This design comes from an exercise in tuning for small area, a short achievable clock period and few clock cycles on the open sky130 flow, not from production work. At most, simulation tests tie the RTL to the original design; equivalence was not proved. Function not checked in runs 2 and 3: the RTL went through the layout flow alone.

## flow/design.v

```verilog
module ALU #(
    parameter DATA_W = 32
)
(
    input                       i_clk,    
    input                       i_rst_n,  
    input                       i_valid,  
    input [DATA_W - 1 : 0]      i_A,      
    input [DATA_W - 1 : 0]      i_B,      
    input [         2 : 0]      i_inst,   
    output [2*DATA_W - 1 : 0]   o_data,   
    output                      o_done    
);
    parameter S_IDLE           = 2'd0;
    parameter S_ONE_CYCLE_OP   = 2'd1;
    parameter S_MULTI_CYCLE_OP = 2'd2;
    reg  [         1: 0] state, state_nxt;  
    reg  [  DATA_W-1: 0] operand_a, operand_a_nxt;
    reg  [  DATA_W-1: 0] operand_b, operand_b_nxt;
    reg  [         2: 0] inst, inst_nxt;
    wire [  DATA_W-1: 0] add_buf, sub_buf;
    reg  [  2*DATA_W: 0] shift_reg, shift_reg_nxt;
    reg                  done, done_nxt;
    reg  [         4: 0] counter;
    assign add_buf = operand_a + operand_b;
    assign sub_buf = operand_a - operand_b;
    assign o_data = shift_reg[ 2*DATA_W-1: 0];
    assign o_done = done;
    always @(*) begin
        if (i_valid) begin
            operand_a_nxt = i_A;
            operand_b_nxt = i_B;
            inst_nxt      = i_inst;
        end
        else begin
            operand_a_nxt = operand_a;
            operand_b_nxt = operand_b;
            inst_nxt      = inst;
        end
    end
    always @(*) begin
        case(state)
            S_IDLE           :  begin
                if (i_valid) state_nxt = (i_inst >= 6 ) ? S_MULTI_CYCLE_OP : S_ONE_CYCLE_OP;
                else state_nxt = state;
            end
            S_ONE_CYCLE_OP   :  state_nxt = S_IDLE;
            S_MULTI_CYCLE_OP :  state_nxt = (counter == 31) ? S_IDLE : state;           
            default : state_nxt = state;
        endcase
    end
    always @(posedge i_clk) begin 
        counter <= (state == S_MULTI_CYCLE_OP) ? counter + 5'd1 : 5'd0;
    end
    always @(*) begin
        shift_reg_nxt = shift_reg;
        case (state)
            S_IDLE          : begin
                shift_reg_nxt = 65'b0;
                done_nxt = 1'b0;
            end
            S_ONE_CYCLE_OP  : begin
                case (inst)
                    3'd0    : begin
                        if ((operand_a[DATA_W-1] == 1) && (operand_b[DATA_W-1] == 1) && (add_buf[DATA_W-1] == 0))
                            shift_reg_nxt[31:0] = {1'b1, 31'b0};
                        else if ((operand_a[DATA_W-1] == 0) && (operand_b[DATA_W-1] == 0) && (add_buf[DATA_W-1] == 1))
                            shift_reg_nxt[31:0] = {1'b0, {31{1'b1}}};
                        else
                            shift_reg_nxt[31:0] = add_buf;
                    end
                    3'd1    : begin
                        if ((operand_a[DATA_W-1] == 1) && (operand_b[DATA_W-1] == 0) && (sub_buf[DATA_W-1] == 0))
                            shift_reg_nxt[31:0] = {1'b1, 31'b0};
                        else if ((operand_a[DATA_W-1] == 0) && (operand_b[DATA_W-1] == 1) && (sub_buf[DATA_W-1] == 1))
                            shift_reg_nxt[31:0] = {1'b0, {31{1'b1}}};
                        else
                            shift_reg_nxt[31:0] = sub_buf;
                    end
                    3'd2    : shift_reg_nxt[31:0] = operand_a & operand_b;
                    3'd3    : shift_reg_nxt[31:0] = operand_a | operand_b;
                    3'd4    : shift_reg_nxt[31:0] = ($signed(operand_a) < $signed(operand_b)) ? 32'd1 : 32'd0;
                    3'd5    : shift_reg_nxt[31:0] = $signed(operand_a) >>> $signed(operand_b);
                    default : shift_reg_nxt[31:0] = shift_reg[31:0];
                endcase
                shift_reg_nxt[64:32] = 33'b0;
                done_nxt = 1'b1;
            end
            S_MULTI_CYCLE_OP: begin
                case (inst)
                    3'd6    : begin
                        if (counter == 0)
                            shift_reg_nxt[31:0] = operand_a;
                        else
                            shift_reg_nxt[31:0] = shift_reg[31:0];
                        if(shift_reg_nxt[0] == 1)
                            shift_reg_nxt[64:32] = shift_reg[63:32] + operand_b;
                        else
                            shift_reg_nxt[64:32] = shift_reg[63:32];
                        shift_reg_nxt = shift_reg_nxt >> 1;
                        if (counter == 31) 
                            done_nxt = 1'b1;
                        else 
                            done_nxt = 1'b0;
                    end
                    3'd7    :begin
                        if (counter == 0) begin
                            if ((operand_b == 1) && (operand_a[31] == 1)) begin
                                shift_reg_nxt[31:1] = operand_a[30:0];
                                shift_reg_nxt[32] = 0;
                                shift_reg_nxt[0] = 1;
                            end
                            else begin
                                shift_reg_nxt[32:1] = operand_a;
                                shift_reg_nxt[0] = 0;
                            end
                            shift_reg_nxt[63:33] = shift_reg[63:33];
                        end
                        else begin
                            if (shift_reg[63:32] >= operand_b) begin
                                shift_reg_nxt[63:32] = shift_reg[63:32] - operand_b;
                                shift_reg_nxt[0] = 1;
                            end
                            else begin
                                shift_reg_nxt[63:32] = shift_reg[63:32];
                                shift_reg_nxt[0] = 0;
                            end
                            shift_reg_nxt[31:1] = shift_reg[31:1];
                        end
                        if (counter == 31) 
                            done_nxt = 1'b1;
                        else begin
                            shift_reg_nxt = shift_reg_nxt << 1;
                            done_nxt = 1'b0;
                        end
                    end
                    default :begin
                        shift_reg_nxt = shift_reg;
                        done_nxt = done;
                    end
                endcase
            end
            default : begin
                shift_reg_nxt = shift_reg;
                done_nxt = 1'b0;
            end
        endcase
    end
    always @(posedge i_clk or negedge i_rst_n) begin
        if(!i_rst_n) begin 
            done <= 0;
        end
        else begin
            done <= done_nxt;
        end
    end
    always @(posedge i_clk or negedge i_rst_n) begin
        if (!i_rst_n) begin
            state       <= S_IDLE;
            operand_a   <= 0;
            operand_b   <= 0;
            inst        <= 0;
            shift_reg   <= 0;
        end
        else begin
            state       <= state_nxt;
            operand_a   <= operand_a_nxt;
            operand_b   <= operand_b_nxt;
            inst        <= inst_nxt;
            shift_reg   <= shift_reg_nxt;
        end
    end
endmodule
```

## flow/run.sh

```bash
#!/bin/bash
# synth_recipe.tcl (not shown) runs the flow's synth.tcl, then flattens the netlist and writes it again
# the make line also repeats each setting of config.mk as NAME=value (left out here)
make -C /OpenROAD-flow-scripts/flow DESIGN_CONFIG=/design/flow/config.mk WORK_HOME=/design/flow/orfs CLKGATE_MAP_FILE= SYNTH_SCRIPT=/design/flow/synth_recipe.tcl finish
```

## flow/config.mk

```make
export PLATFORM = sky130hd
export DESIGN_NAME = ALU
export DESIGN_NICKNAME = ALU
export VERILOG_FILES = /design/flow/design.v
export SDC_FILE = /design/flow/constraint.sdc
export NUM_CORES = 4
export LEC_CHECK = 0
export CAP_MARGIN = 20
export CORE_MARGIN = 2
export CORE_UTILIZATION = 40
export SLEW_MARGIN = 20
```

## flow/constraint.sdc

```tcl
create_clock -name core_clock -period 7.0 [get_ports {i_clk}]
set_input_delay 1.4000 -clock core_clock [delete_from_list [all_inputs] [get_ports {i_clk}]]
set_output_delay 1.4000 -clock core_clock [all_outputs]
set_load 0.01 [all_outputs]
```

==> flow_summary.json, run 1 <==
{
  "clk_latency_ns": 0.51,
  "dieHeight_um": 215,
  "synth_area_leaders": "dfrtp_1 19%, ha_1 12%, a21oi_1 7.8%",
  "period_share_pct": 72.9,
  "grt_usage_pct": 35.8,
  "hp-class": "reg2reg",
  "worst_pin_slew_ns": 1.29,
  "crit_type": "reg2reg",
  "cts.sinks": 139,
  "critPathArrivalTime_ns": 5.49,
  "drv_cap": 0,
  "fmax_mhz": 196,
  "crit_path_end_kind": "flop",
  "vias": 19667,
  "cp_common_cell": "a21oi_2",
  "ys_seq_area_share_pct": 19.4,
  "cts_tree": "done",
  "synth-main-ff-cell": "dfrtp_1",
  "synthCells": 2426,
  "start_util_pct": 40.4,
  "yosys_warnings": 1,
  "clk_pin_slew_ns": 0.07,
  "finClkSkew_ns": 0.0123,
  "slowest_stage": "a21oi_2",
  "crit_family": "compound AO/OA/AOI/OAI gates",
  "clock_path_buffers": 2,
  "die-area_sq_um": 46200,
  "root_buffer": "clkbuf_16",
  "synth_top_area_cell": "dfrtp_1",
  "placed_cell_area_sq_um": 19400,
  "largest_reg_flops": 64,
  "ctsHoldBuffers": 0,
  "cp_max_fo": 46,
  "dp.final_hpwl_um": 63800,
  "ys_types": 93,
  "worst_setup_path_start_kind": "flop",
  "required_ns": 7.38,
  "slew_headroom_pct": 14.0,
  "drt_iter0_markers": 2412,
  "crit_buf_inv": 2,
  "grt_pass1_vias": 18493,
  "tns_ns": 0,
  "yosysMostFrequentCell": "nand2_1",
  "setup_viol": 0,
  "finalCriticalPeriod_ns": 5.11,
  "cpPeakStageDelay_ns": 0.91,
  "grt_pass1_wl_um": 124000,
  "worstPathCellList": "buf_4, inv_2, ha_1, o21ai_0, o21a_1, o311a_1, o2bb2ai_2, a21oi_2, mux2i_1, nor2_4, a21oi_2, a21oi_1, a221o_1",
  "viasPerCell": 6.47,
  "postCtsResizedCells": 0,
  "first_pass_iters": 6,
  "wl_per_cell_um": 27.8,
  "fp.dieW_um": 215,
  "synth_common_cells": "306 x nand2_1, 278 x a21oi_1, 206 x o21ai_0, 186 x nor2_1, 170 x ha_1",
  "cts_max_level": 4,
  "antenna_found_initial": 1,
  "core_sq_um": 44100,
  "synth.avg_cell_area_sq_um": 7.34,
  "wirelength_um": 84500,
  "synthesis.area_sq_um": 17800,
  "final_hold_viol_count": 0,
  "drive_gt1_share_pct": 5.72,
  "holdWs_ns": 0.464,
  "synthToLayoutAreaGrowth_pct": 12.4,
  "synth_nets": 2670,
  "fin_util_pct": 45.3,
  "status": "no timing/DRC/antenna violations",
  "synth_top_area_share_pct": 18.8,
  "ys_ff_latch": 139,
  "postCtsSetupBuffers": 0,
  "drv_slew": 0,
  "std_cell_rows": 77,
  "drc": 0,
  "grt_max_degree": 73,
  "ant_nets": 0,
  "cts_buffers": 17,
  "gp_congestion": 1.02,
  "synth_edf_count": 0,
  "final_area_sq_um": 20000,
  "numPortBuffers": 134,
  "pin_count": 135,
  "gr-total-overflow": 0,
  "rsz0062_at_grt": "false",
  "final_nets": 2679,
  "async_flop_share_pct": 96.4
}
==> per-layer routing <==
metal / vias up / global-route usage, % / wire [um]
met2: 1064 / 54.3 / 36900
met4: 0 / 18.5 / 4370
met3: 183 / 6.81 / 7080
li1: 8816 / - / -
met1: 9604 / 48.5 / 36100
met5: - / 0 / 0
==> cell type report <==
cell class	count	area (sq um)
fillers	4636	24100
diodes	1	2.50
multi-input cells	1986	13200
repair buffers	164	1570
flip-flops and latches	139	3460
clock inverters	9	114
well taps	592	741
clock buffers	22	464
inverters	127	477
==> worst reg2reg max path, cell delays in order, from the launching register on <==
cell       delay [ns]
dfrtp_1          0.33
buf_4            0.44
inv_2            0.39
ha_1             0.57
o21ai_0          0.19
o21a_1           0.25
o311a_1          0.42
o2bb2ai_2        0.22
a21oi_2          0.21
mux2i_1          0.44
nor2_4           0.08
a21oi_2          0.91
a21oi_1          0.18
a221o_1          0.36
==> per-stage QoR <==
stage / cells / worst slack (ns)
detailed placement: 3008 / 2.06
global placement: 3008 / 2.20
floorplan: 2426 / 3.22
finish: 3040 / 1.89
global route: 3039 / 1.78
CTS: 3039 / 2.04
==> kinds of logic (layout without fill, tap and decap cells) <==
| kind of cell | Yosys count | in the layout | synth area share (%) |
|---|---|---|---|
| compound gates | 904 | 904 | 32.2 |
| simple gates | 731 | 731 | 18.3 |
| buf+inv | 301 | 322 | 6.80 |
| fa+ha+maj | 174 | 174 | 12.4 |
| flops | 139 | 139 | 19.4 |
| xor+xnor | 110 | 110 | 5.41 |
| mux | 67 | 67 | 5.50 |
| other cells | 0 | 1 | 0 |
==> placed cells by master, fill, tap and decap left out, types with 20 or more instances in the layout <==
cell type        count
a21oi_1            277
mux4_2              24
a211oi_1            44
a21o_1              24
nor2b_1             24
nor2_1             186
xnor2_1             94
inv_1              117
ha_1               169
nand2_1            305
a221o_1             22
dfrtp_1            132
o21bai_1            20
o211ai_1            27
o21ai_0            206
buf_4               31
o21ai_1             47
a31oi_1             30
nor3_1              35
nand3_1             66
clkdlybuf4s50_1    132
a311oi_1            24
mux2i_1             36
o31ai_1             22
==> worst paths after layout <==
path / endpoint / slack (ns) / startpoint / cells after the start
max in group asynchronous: operand_b[0]$_DFFE_PN0P_ / 4.56 / i_rst_n / 2
max: shift_reg[1]$_DFFE_PN0P_ / 1.89 / operand_b[2]$_DFFE_PN0P_ / 13
min: counter[0]$_SDFF_PP0_ / 0.46 / counter[0]$_SDFF_PP0_ / 1
min in group asynchronous: shift_reg[52]$_DFFE_PN0P_ / 0.92 / i_rst_n / 1
min reg2reg: counter[0]$_SDFF_PP0_ / 0.46 / counter[0]$_SDFF_PP0_ / 1
max reg2reg: shift_reg[1]$_DFFE_PN0P_ / 1.89 / operand_b[2]$_DFFE_PN0P_ / 13
Testbench counts, summed over its fixed seeds: cycles 30,518.
==> inputs of run 2 (changes only) <==
==> flow/design.v (replaced) <==
module ALU #(
    parameter DATA_W = 32
)
(
    input                       i_clk,    
    input                       i_rst_n,  
    input                       i_valid,  
    input [DATA_W - 1 : 0]      i_A,      
    input [DATA_W - 1 : 0]      i_B,      
    input [         2 : 0]      i_inst,   
    output [2*DATA_W - 1 : 0]   o_data,   
    output                      o_done    
);
    reg         busy;       
    reg         done;
    reg         is_div;     
    reg  [4:0]  cnt;        
    reg  [63:0] acc;        
    reg  [31:0] opb;        
    assign o_data = acc;
    assign o_done = done;
    wire [31:0] H = acc[63:32];
    wire [31:0] L = acc[31:0];
    wire [35:0] p0 = {4'd0, opb & {32{L[0]}}};
    wire [35:0] p1 = {3'd0, opb & {32{L[1]}}, 1'b0};
    wire [35:0] p2 = {2'd0, opb & {32{L[2]}}, 2'b0};
    wire [35:0] p3 = {1'd0, opb & {32{L[3]}}, 3'b0};
    wire [35:0] p4 = {4'd0, H};
    wire [35:0] s1 = p0 ^ p1 ^ p2;
    wire [35:0] c1 = {((p0 & p1) | (p0 & p2) | (p1 & p2)), 1'b0};
    wire [35:0] s2 = p3 ^ p4 ^ s1;
    wire [35:0] c2 = {((p3 & p4) | (p3 & s1) | (p4 & s1)), 1'b0};
    wire [35:0] s3 = c1 ^ s2 ^ c2;
    wire [35:0] c3 = {((c1 & s2) | (c1 & c2) | (s2 & c2)), 1'b0};
    wire        sub  = (i_inst == 3'd1) | (i_inst == 3'd4);
    wire [31:0] bx   = i_B ^ {32{sub}};
    reg  [35:0] ax, ay;
    reg         ac;
    always @(*) begin
        if (busy) begin
            if (is_div) begin
                ax = {4'd0, H};
                ay = {4'hf, ~opb};
                ac = 1'b1;
            end else begin
                ax = s3;
                ay = c3;
                ac = 1'b0;
            end
        end else begin
            ax = {{4{i_A[31]}}, i_A};
            ay = {{4{bx[31]}}, bx};
            ac = sub;
        end
    end
    wire [35:0] sum = ax + ay + {35'd0, ac};
    wire        ovf  = sum[32] ^ sum[31];
    wire [31:0] sat  = ovf ? {sum[32], {31{~sum[32]}}} : sum[31:0];
    wire        lt   = sum[32];
    reg  [4:0]  clz;
    integer k;
    always @(*) begin
        clz = 5'd31;
        for (k = 0; k < 32; k = k + 1)
            if (i_B[k]) clz = 5'd31 - k[4:0];
    end
    wire        bzero = ~|i_B;
    wire        dv    = i_inst[1];    
    reg  [31:0] brev;
    always @(*) for (k = 0; k < 32; k = k + 1) brev[k] = i_B[31-k];
    wire [31:0] shin  = dv ? brev : i_A;
    wire [4:0]  shamt = dv ? clz : i_B[4:0];
    wire        fill  = ~dv & i_A[31];
    wire [63:0] shx   = {{32{fill}}, shin} >> shamt;
    wire [31:0] shr   = shx[31:0];
    reg  [31:0] bnorm;
    always @(*) for (k = 0; k < 32; k = k + 1) bnorm[k] = shr[31-k];
    wire        bbig  = |i_B[31:5];
    wire [31:0] sra   = bbig ? {32{i_A[31]}} : shr;
    reg  [31:0] lo_init;
    always @(*) begin
        case (i_inst)
            3'd0, 3'd1: lo_init = sat;
            3'd2:       lo_init = i_A & i_B;
            3'd3:       lo_init = i_A | i_B;
            3'd4:       lo_init = {31'd0, lt};
            3'd5:       lo_init = sra;
            3'd6:       lo_init = i_A;
            default:    lo_init = bzero ? 32'h7fffffff : 32'd0;
        endcase
    end
    wire [31:0] hi_init = (i_inst == 3'd7) ? i_A : 32'd0;
    wire        q     = ~sum[35];
    wire [31:0] rnext = q ? sum[31:0] : H;
    wire        last  = (cnt == 5'd0);
    wire        muldv = i_inst[2] & i_inst[1];
    always @(posedge i_clk or negedge i_rst_n) begin
        if (!i_rst_n) begin
            busy <= 1'b0;
            done <= 1'b0;
        end else if (busy) begin
            busy <= ~last;
            done <= last;
        end else begin
            busy <= i_valid & muldv & ~(i_inst[0] & bzero);
            done <= i_valid & ~(muldv & ~(i_inst[0] & bzero));
        end
    end
    always @(posedge i_clk) begin
        if (busy) begin
            cnt <= cnt - 5'd1;
            if (is_div) begin
                acc <= {rnext, L[30:0], q};
                opb <= {1'b0, opb[31:1]};
            end else begin
                acc <= {sum, L[31:4]};
            end
        end else begin
            is_div <= i_inst[0];
            cnt    <= i_inst[0] ? clz : 5'd7;
            acc    <= {hi_init, lo_init};
            opb    <= i_inst[0] ? bnorm : i_B;
        end
    end
endmodule
--- a/flow/config.mk
+++ b/flow/config.mk
@@ -5,6 +5,7 @@
 export SDC_FILE = /design/flow/constraint.sdc
 export NUM_CORES = 4
 export LEC_CHECK = 0
+export ABC_AREA = 1
 export CAP_MARGIN = 20
 export CORE_MARGIN = 2
 export CORE_UTILIZATION = 40
==> run 2 against run 1 <==
  * Register-to-register slack worse by 1.5 ns
  * Non-clock buffer count is 63 higher
  * Setup slack worse by 1.6 ns
  * Sequential cell count is 35 lower
  * Die area is 13% lower
  * Worst hold slack worse by 0.023 ns
  * Wire length is 12% lower
  * Count of clock-buffer cells in the layout is 12 lower
  * Sequential share of layout area is 1.9 points lower
  * Global-route usage is 1.6 points higher
==> flow_summary.json, run 2 <==
{
  "nFillCells": 3983,
  "slew_headroom_pct": 27.3,
  "crit_path_end_kind": "flop",
  "core_sq_um": 37800,
  "cp_common_cell": "nand2_1",
  "clk_latency_ns": 0.39,
  "cpPeakStageDelay_ns": 0.50,
  "async_flop_share_pct": 1.92,
  "cts_buffers": 9,
  "worst_setup_path_start_kind": "input pin",
  "synth_top_area_cell": "nand2_1",
  "std_cell_rows": 71,
  "preCtsSetupSlack_ns": -0.0754,
  "critPathArrivalTime_ns": 6.97,
  "cts.sinks": 104,
  "finalCriticalPeriod_ns": 6.68,
  "drv_cap": 0,
  "crit_type": "in2reg",
  "fp.dieW_um": 200,
  "grt_max_degree": 72,
  "final_common_cell": "nand2_1",
  "synth_common_cells": "679 x nand2_1, 406 x inv_1, 296 x nand3_1, 180 x o21ai_0, 102 x clkbuf_1",
  "cp_max_fo": 8,
  "pin_count": 135,
  "slowest_stage": "clkdlybuf4s50_1",
  "dieHeight_um": 200,
  "synthesis.area_sq_um": 15400,
  "final_cell_mix": "678 x nand2_1, 402 x inv_1, 296 x nand3_1",
  "finClkSkew_ns": 0.0165,
  "hp-class": "reg2reg",
  "crit_family": "simple AND/OR/NAND/NOR gates",
  "drive_gt1_share_pct": 7.32,
  "gr-total-overflow": 0,
  "ys_seq_area_share_pct": 17.8,
  "ys_types": 55,
  "ctsHoldBuffers": 0,
  "synthCells": 2443,
  "largest_reg_flops": 64,
  "clk_pin_slew_ns": 0.08,
  "first_pass_iters": 6,
  "drc": 0,
  "drt_iter0_markers": 2193,
  "start_util_pct": 40.7,
  "viasPerCell": 5.80,
  "antenna_found_initial": 3,
  "required_ns": 7.29,
  "status": "no timing/DRC/antenna violations",
  "synthToLayoutAreaGrowth_pct": 15.9,
  "root_buffer": "clkbuf_16",
  "fin_cells": 3052,
  "setup_viol": 0,
  "numPortBuffers": 134,
  "synth_nets": 2652,
  "yosysMostFrequentCell": "nand2_1",
  "dpl.cell_count": 3030,
  "cts_tree": "done",
  "ant_nets": 0,
  "vias": 17714,
  "wl_per_cell_um": 24.3,
  "synth_area_leaders": "nand2_1 17%, edfxtp_1 13%, fa_1 12%",
  "grt_usage_pct": 37.4,
  "grt_pass1_vias": 16864,
  "synth_edf_count": 65,
  "synth-main-ff-cell": "edfxtp_1",
  "ys_ff_latch": 104,
  "crit_buf_inv": 6,
  "setup_slack_ns": 0.321,
  "die-area_sq_um": 40000,
  "cts_max_level": 3,
  "wirelength_um": 74100,
  "grt_pass1_wl_um": 110000,
  "worst_pin_slew_ns": 1.08,
  "fmax_mhz": 150,
  "synth_top_area_share_pct": 16.6,
  "synth.avg_cell_area_sq_um": 6.30,
  "period_share_pct": 95.4,
  "dp.final_hpwl_um": 59100,
  "drv_slew": 0,
  "yosys_warnings": 1,
  "clock_path_buffers": 2,
  "final_hold_viol_count": 0,
  "gp_congestion": 1.05,
  "final_nets": 2744
}
-- run 2: cell count changes after synthesis, moves of 30 or more --
cell	previous run	this run
dfxtp_1	5	37
fa_1	4	93
nor3_1	35	5
ha_1	170	46
a21oi_1	278	78
a22oi_1	5	66
edfxtp_1	0	65
inv_1	118	406
nor2_1	186	97
nand3_1	67	296
mux2i_1	36	0
nand2_1	306	679
xnor2_1	94	16
dfrtp_1	134	2
-- run 2: through the flow --
step	util (%)	instance area, sq um	hold WS [ns]	setup TNS [ns]
2_1_floorplan	-	15400	0.411	0
3_3_place_gp	46.2	17400	0.422	0
3_5_place_dp	46.2	17400	0.431	-0.264
4_1_cts	46.9	17700	0.448	0
5_1_grt	47.2	17800	0.473	-0.0228
6_report	47.2	17800	0.441	0
-- run 2: kinds of logic (layout without fill, tap and decap cells) --
| family | count (synthesis) | after routing | share of synthesized area, % |
|---|---|---|---|
| AND/OR/NAND/NOR | 1115 | 1115 | 30.6 |
| buffers and inverters | 561 | 658 | 14.3 |
| AO/OA/AOI/OAI | 492 | 492 | 19.6 |
| adder cells (fa/ha/maj) | 139 | 139 | 15.8 |
| flip-flops | 104 | 104 | 17.8 |
| XOR/XNOR | 32 | 32 | 1.82 |
| other | 0 | 1 | 0 |
-- run 2: cell type report --
class                           count  area (sq um)  area share [%]
Antenna cell                        1          2.50          0.0140
Clock buffer                       10           229            1.28
Clock inverter                      6          50.0           0.281
Inverter                          415          1560            8.75
Multi-Input combinational cell   1778         10500            59.0
Sequential cell                   104          2750            15.4
Tap cell                          511           639            3.59
Timing Repair Buffer              227          2080            11.6
-- run 2: routing by layer --
metal / vias to the layer above / part of all wire [%] / GRT usage (%)
met5: - / 0.035 / 0
li1: 8109 / - / -
met1: 8430 / 43 / 52.6
met4: 4 / 4.7 / 16.3
met2: 1021 / 43 / 55.6
met3: 150 / 9.9 / 7.24
-- run 2: worst paths after layout --
kind / end / cells after the start / slack, ns / startpoint
max: acc[25]$_DFF_P_ / 39 / 0.32 / i_inst[2]
min: cnt[0]$_DFF_P_ / 1 / 0.44 / cnt[0]$_DFF_P_
max reg2reg: acc[25]$_DFF_P_ / 42 / 0.37 / opb[2]$_DFFE_PP_
min reg2reg: cnt[0]$_DFF_P_ / 1 / 0.44 / cnt[0]$_DFF_P_
max in group asynchronous: busy$_DFF_PN0_ / 1 / 5.69 / i_rst_n
min in group asynchronous: busy$_DFF_PN0_ / 1 / 1.17 / i_rst_n
-- run 2: timing repair --
item	4_1_cts	5_1_grt
buffers inserted	0	4
setup endpoints to repair	0	53
gates resized for setup	0	15
==> inputs of run 3 (changes only) <==
--- a/flow/config.mk
+++ b/flow/config.mk
@@ -5,7 +5,6 @@
 export SDC_FILE = /design/flow/constraint.sdc
 export NUM_CORES = 4
 export LEC_CHECK = 0
-export ABC_AREA = 1
 export CAP_MARGIN = 20
 export CORE_MARGIN = 2
 export CORE_UTILIZATION = 40
==> run 3 against run 2 <==
  * Wire length grew 9.5%
  * Count of clock-buffer cells in the layout down 1
  * Still clean on timing, DRC and antenna
  * Design area rose by 4.8%
  * First-iteration DRC count fell by 4.7%
  * Non-clock buffer count grew 24
  * Cell count fell by 11%
  * Worst hold slack better by 0.032 ns
  * Die area rose by 4.9%
  * Sequential cell count stayed put
  * Largest cell class unchanged
==> flow_summary.json, run 3 <==
{
  "status": "no timing/DRC/antenna violations",
  "whs_path_depth": 1,
  "dp.final_hpwl_um": 63700,
  "required_ns": 7.24,
  "fin_cells": 2730,
  "clk_latency_ns": 0.38,
  "synthToLayoutAreaGrowth_pct": 15.7,
  "wl_per_cell_um": 29.7,
  "dpl.cell_count": 2713,
  "yosys_warnings": 1,
  "rsz0062_at_grt": "false",
  "final_nets": 2408,
  "die-area_sq_um": 42000,
  "grt_pass1_vias": 16980,
  "dieHeight_um": 205,
  "wirelength_um": 81100,
  "clock_path_buffers": 2,
  "largest_reg_flops": 64,
  "cts_tree": "done",
  "cp_max_fo": 24,
  "synth_nets": 2312,
  "finClkSkew_ns": 0.0179,
  "root_buffer": "clkbuf_16",
  "setup_viol": 0,
  "period_share_pct": 95.1,
  "hp-class": "reg2reg",
  "worst_setup_path_start_kind": "flop",
  "synth_top_area_cell": "edfxtp_1",
  "drv_slew": 0,
  "start_util_pct": 40.5,
  "critPathArrivalTime_ns": 6.89,
  "drc": 0,
  "async_flop_share_pct": 1.92,
  "synth.avg_cell_area_sq_um": 7.68,
  "core_sq_um": 39800,
  "use_met2_pct": 58.0,
  "drive_gt1_share_pct": 10.2,
  "final_hold_viol_count": 0,
  "grt_usage_pct": 38.6,
  "synth_area_leaders": "edfxtp_1 12%, fa_1 12%, mux2i_1 6.9%",
  "worst_pin_slew_ns": 1.02,
  "grt_max_degree": 70,
  "synth-main-ff-cell": "edfxtp_1",
  "final_cell_mix": "239 x nand2_1, 207 x o21ai_0, 168 x a21oi_1",
  "gp_congestion": 1.04,
  "viasPerCell": 6.43,
  "std_cell_rows": 73,
  "yosysMostFrequentCell": "nand2_1",
  "ys_seq_area_share_pct": 17.0,
  "synth_top_area_share_pct": 12.1,
  "synthCells": 2103,
  "final_common_cell": "nand2_1",
  "crit_path_end_kind": "flop",
  "grt_use_met1_pct": 51.3,
  "first_pass_iters": 6,
  "reg2reg_depth": 26,
  "ys_ff_latch": 104,
  "slew_headroom_pct": 31.8,
  "ant_nets": 0,
  "tns_ns": 0,
  "antenna_found_initial": 2,
  "vias": 17550,
  "ys_types": 95,
  "clk_pin_slew_ns": 0.09,
  "drv_cap": 0,
  "synth_common_cells": "239 x nand2_1, 208 x o21ai_0, 169 x a21oi_1, 150 x nor2_1, 120 x inv_1",
  "finalCriticalPeriod_ns": 6.66,
  "synth_edf_count": 65,
  "cts.sinks": 104,
  "drt_iter0_markers": 2089,
  "fp.dieW_um": 205,
  "busiest_layer": "met2",
  "synthesis.area_sq_um": 16100,
  "numPortBuffers": 134,
  "cts_buffers": 9,
  "pin_count": 135,
  "crit_type": "reg2reg",
  "fmax_mhz": 150,
  "cts_max_level": 3,
  "use_met3_pct": 8.10,
  "gr-total-overflow": 0,
  "grt_pass1_wl_um": 117000
}
## run 3: cell types whose count changed after synthesis, moves of 50 or more
cell     previous run  this run
and2_1              1       100
a21oi_1            78       169
o21ai_1            60        10
a22oi_1            66        15
nand3_1           296        28
nand2_1           679       239
nor2_1             97       150
mux2i_1             0       112
inv_1             406       120
## run 3: final timing paths
check	start	end	slack, ns
hold / removal	cnt[0]$_DFF_P_	cnt[0]$_DFF_P_	0.47
max in group asynchronous	i_rst_n	busy$_DFF_PN0_	5.68
setup reg to reg	acc[2]$_DFF_P_	acc[15]$_DFF_P_	0.34
min in group asynchronous	i_rst_n	busy$_DFF_PN0_	1.17
setup / recovery	acc[2]$_DFF_P_	acc[15]$_DFF_P_	0.34
hold reg to reg	cnt[0]$_DFF_P_	cnt[0]$_DFF_P_	0.47
## run 3: stage by stage
stage	cell area [sq um]	worst slack [ns]	hold WS (ns)	util [%]
global placement	18400	0.0993	0.456	46.2
floorplan	16200	0.0218	0.433	-
CTS	18700	0.207	0.475	46.9
finish	18700	0.342	0.473	46.9
global route	18700	0.0465	0.513	46.9
detailed placement	18400	0.0384	0.463	46.2
## run 3: cell type report
class	instances	area, sq um
antenna	1	2.50
clock buffer	9	225
clock inverter	7	56.3
fill	4039	21100
inverter	122	458
multi-input combinational	1711	12300
sequential	104	2750
tap	525	657
timing repair buffer	251	2250
## run 3: logic make-up after synthesis
| kind of cell | Yosys count | synth area share (%) |
|---|---|---|
| xor gates and xnor gates | 61 | 3.31 |
| and+or+nand+nor | 653 | 19.1 |
| buffers and inverters | 288 | 7.14 |
| DFF | 104 | 17.0 |
| adders and majority gates | 139 | 15.1 |
| AOI/OAI and AO/OA | 693 | 27.5 |
| muxes | 165 | 10.9 |
## run 3: metal layers
metal	share of wire [%]	up-vias
li1	-	7710
met4	6.4	2
met2	43	1071
met3	11	206
met5	0.022	-
met1	40	8561
## run 3: worst max-delay path, stage by stage, from the launching register on
cell and delay, ns:
dfxtp_1 0.40, buf_6 0.21, and2_1 0.20, fa_1 0.53
inv_1 0.05, fa_1 0.48, fa_1 0.51, o21ai_0 0.08
mux2_2 0.29, ha_1 0.34, nor3_1 0.26, nor3_1 0.12
a2111oi_1 0.48, buf_4 0.22, nor4_2 0.06, o21a_1 0.25
o21a_1 0.21, and2_1 0.16, o21ai_0 0.18, a21oi_1 0.15
ha_1 0.37, buf_4 0.21, a21oi_1 0.15, o211ai_1 0.09
a211oi_1 0.29, a22o_1 0.17, a31oi_1 0.04
## run 3: what timing repair did
item,in CTS,in global routing
buffers inserted,0,0
gates resized for setup,0,4
hold buffers,0,0
setup endpoints to repair,0,16

==> separate check: timing with driven ports <==
The results above use ideal ports. As a check the final layouts listed here were re-extracted and re-timed, cells and wires unchanged.
Step 1: set_driving_cell puts a clkbuf_16 on i_clk and a buf_2 on each other input, an assumption about the parent block.
Step 2 also shifts input and output timing later by t, the mid clock arrival at the registers, as if the neighbouring blocks saw the same clock.
a / b / c = ideal / step 1 / step 2; a / b = the first two.
run	t (ns)	slack for setup (ns)	pins driven straight from the clock port
run 1	0.556	1.895 / 1.895 / 1.895	1
run 2	0.438	0.321 / 0.353 / -0.085	1
run 3	0.431	0.342 / 0.342 / 0.014	1
Met with ideal ports but missed after step 2: setup timing in run 2. For run 2, which loses most, drivers alone change the setup slack by +0.032 ns; drivers and shift together by -0.406 ns.
